Background: an optimization exercise with open tools, aiming at small area, a short achievable clock period and few clock cycles. Do not read the settings as production practice. Where RTL was checked, it was by simulation tests only, not by an equivalence proof against the original.

## north
// Freq_Counter
module Freq_Counter (clock, iReset_N, SW1, iValid, iPixel, oReady, oValid, iPixel_new);
input	clock, iReset_N;
input	SW1;
input	iValid;
input	[7:0] iPixel;
output	oReady;
output reg oValid;
output reg [7:0] iPixel_new;
localparam S_CLEAR = 3'd0;		 
localparam S_COUNT = 3'd1;		 
localparam S_DRAIN = 3'd2;		 
localparam S_PASS  = 3'd3;		 
localparam S_WAIT  = 3'd4;		 
(* fsm_encoding = "none" *)
reg [2:0]  state;
reg        rdy;
reg [3:0]  ph;					 
reg [3:0]  tr;					 
reg [13:0] pixel_count;			 
reg        drain_first;
reg        lut_valid;
reg        v1, s1;
assign oReady = rdy;
wire last_left = v1 ? (pixel_count == 14'd16382) : (pixel_count == 14'd16383);
reg [7:0]  p1;
reg        v2, s2;
reg [7:0]  p2;
reg [7:0]  a2;
reg [7:0]  tb1;					 
reg [15:0] rs;					 
reg [15:0] ps;					 
wire [3:0] pos_n = p1[3:0] - ph - 4'd1;
reg [2047:0] tq;				 
wire [7:0]  tq_rd = tq[{a2, 3'b000} +: 8];
always @(posedge clock)
begin
	v1 <= iReset_N & iValid & rdy;
	s1 <= SW1;
	p1 <= iPixel;
	v2 <= iReset_N & v1;
	s2 <= s1 & lut_valid;
	p2 <= p1;
	a2 <= p1 + tb1;
	oValid <= iReset_N & v2;
	iPixel_new <= s2 ? tq_rd : p2;
	rs <= (iReset_N & v1) ? (16'd1 << p1[7:4]) : 16'd0;
	ps <= 16'd1 << pos_n;
end
always @(posedge clock)
begin
	if (!iReset_N)
	begin
		state       <= S_CLEAR;
		rdy         <= 1'b0;
		ph          <= 4'd14;
		pixel_count <= 14'd0;
		lut_valid   <= 1'b0;
	end
	else
	begin
		ph <= ph + 4'd1;
		if (v1)
			pixel_count <= pixel_count + 14'd1;
		if (ph == 4'd15)
			tr <= tr + 4'd1;
		case (state)
		S_CLEAR:
			if (ph == 4'd13)
			begin
				state <= S_COUNT;
				rdy   <= 1'b1;
			end
		S_COUNT:
			if (iValid && last_left)
			begin
				begin
  ...
clock: 11.0 ns
lec_check: 0
abc_clock_period_in_ps: 3500
cap_margin: 20
core_margin: 2
core_utilization: 60
slew_margin: 20
standard.sh (not shown) runs the stock make flow with config.mk's settings and CLKGATE_MAP_FILE= SYNTH_SCRIPT=/design/flow/synth_recipe.tcl, a recipe that flattens the netlist after the stock synthesis.
==> flow/flow/run.sh <==
#!/bin/bash
set -euo pipefail
bash standard.sh SETUP_SLACK_MARGIN=7.4 \
  "BUFFER_PORTS_ARGS=-buffer_cell sky130_fd_sc_hd__buf_4" \
  "CTS_ARGS=-sink_clustering_enable -repair_clock_nets -sink_clustering_size 30 -sink_clustering_max_diameter 60 -dont_use_dummy_load" \
  finish > standard_flow.log 2>&1
north was carried through to the last stage, and its layout satisfied the timing, design-rule and antenna checks.
Testbench counts of north, summed over its fixed seeds: cycles 664,216.
## Diff of input files: south against north
diff --git a/flow/design.v b/flow/design.v
--- a/flow/design.v
+++ b/flow/design.v
@@ -20,32 +20,42 @@
 reg        drain_first;
 reg        lut_valid;
 reg        v1, s1;
 assign oReady = rdy;
 wire last_left = v1 ? (pixel_count == 14'd16382) : (pixel_count == 14'd16383);
 reg [7:0]  p1;
 reg        v2, s2;
 reg [7:0]  p2;
-reg [7:0]  a2;
+reg [15:0] a2_lo;				 
+reg [15:0] a2_hi;
 reg [7:0]  tb1;					 
 reg [15:0] rs;					 
 reg [15:0] ps;					 
 wire [3:0] pos_n = p1[3:0] - ph - 4'd1;
 reg [2047:0] tq;				 
-wire [7:0]  tq_rd = tq[{a2, 3'b000} +: 8];
+reg  [7:0]  tq_rd;
+integer m;
+always @(*)
+begin
+	tq_rd = 8'd0;
+	for (m = 0; m < 256; m = m + 1)
+		tq_rd = tq_rd | (tq[8*m +: 8] & {8{a2_hi[m >> 4] & a2_lo[m & 15]}});
+end
+wire [7:0] a1 = p1 + tb1;
 always @(posedge clock)
 begin
 	v1 <= iReset_N & iValid & rdy;
 	s1 <= SW1;
 	p1 <= iPixel;
 	v2 <= iReset_N & v1;
 	s2 <= s1 & lut_valid;
 	p2 <= p1;
-	a2 <= p1 + tb1;
+	a2_lo <= 16'd1 << a1[3:0];
+	a2_hi <= 16'd1 << a1[7:4];
 	oValid <= iReset_N & v2;
 	iPixel_new <= s2 ? tq_rd : p2;
 	rs <= (iReset_N & v1) ? (16'd1 << p1[7:4]) : 16'd0;
 	ps <= 16'd1 << pos_n;
 end
 always @(posedge clock)
 begin
 	if (!iReset_N)
Notes after the runs:
south was carried through to the last stage, and its layout satisfied the timing, design-rule and antenna checks.
On south: global placement routability congestion is about 27% higher than what north gave.
Comparing south against north, there is no change at all in count of buffer and inverter cells on the critical path.
south reports its capture point of the worst path as iPixel_new[5] while north reports iPixel_new[0].
Compared with north, in south part of the cycle the worst path needs saw an increase, worst-skew pair later-pin latency +0.02 ns, tapcell count has decreased.
[compare] base=north new=south: sequential cell count rose by 24, clock buffer instance count of the final layout now sits lower.
No functional check of the RTL was part of south.

[separate check: timing with driven ports]
In the flow no input, the clock included, has a driving cell. The finished layouts below were timed again as built, in two steps. Step 1: set_driving_cell puts a clkbuf_16 on clock and a buf_2 on each other input, an assumption about the parent block. Step 2 adds t to the input delays and takes it off the output delays; t is the mean of the earliest and latest rising clock arrival at the registers after step 1. Input paths then give back, and output paths get back, about the clock's delay inside the block. Slacks: no drivers / after step 1 / after step 2; pairs: no drivers / after step 1.
run | t, ns | setup slack, ns | clock arrival spread, ns | slew at the worst register clock pin (ns)
north | 0.968 | 7.376 / 7.284 / 7.153 | 0.099 / 0.099 | 0.11 / 0.11
south | 1.002 | 7.183 / 7.183 / 7.041 | 0.107 / 0.107 | 0.11 / 0.11
After both steps every run listed still meets setup and hold. For north, which loses most, drivers alone change the setup slack by -0.092 ns; drivers and shift together by -0.223 ns.
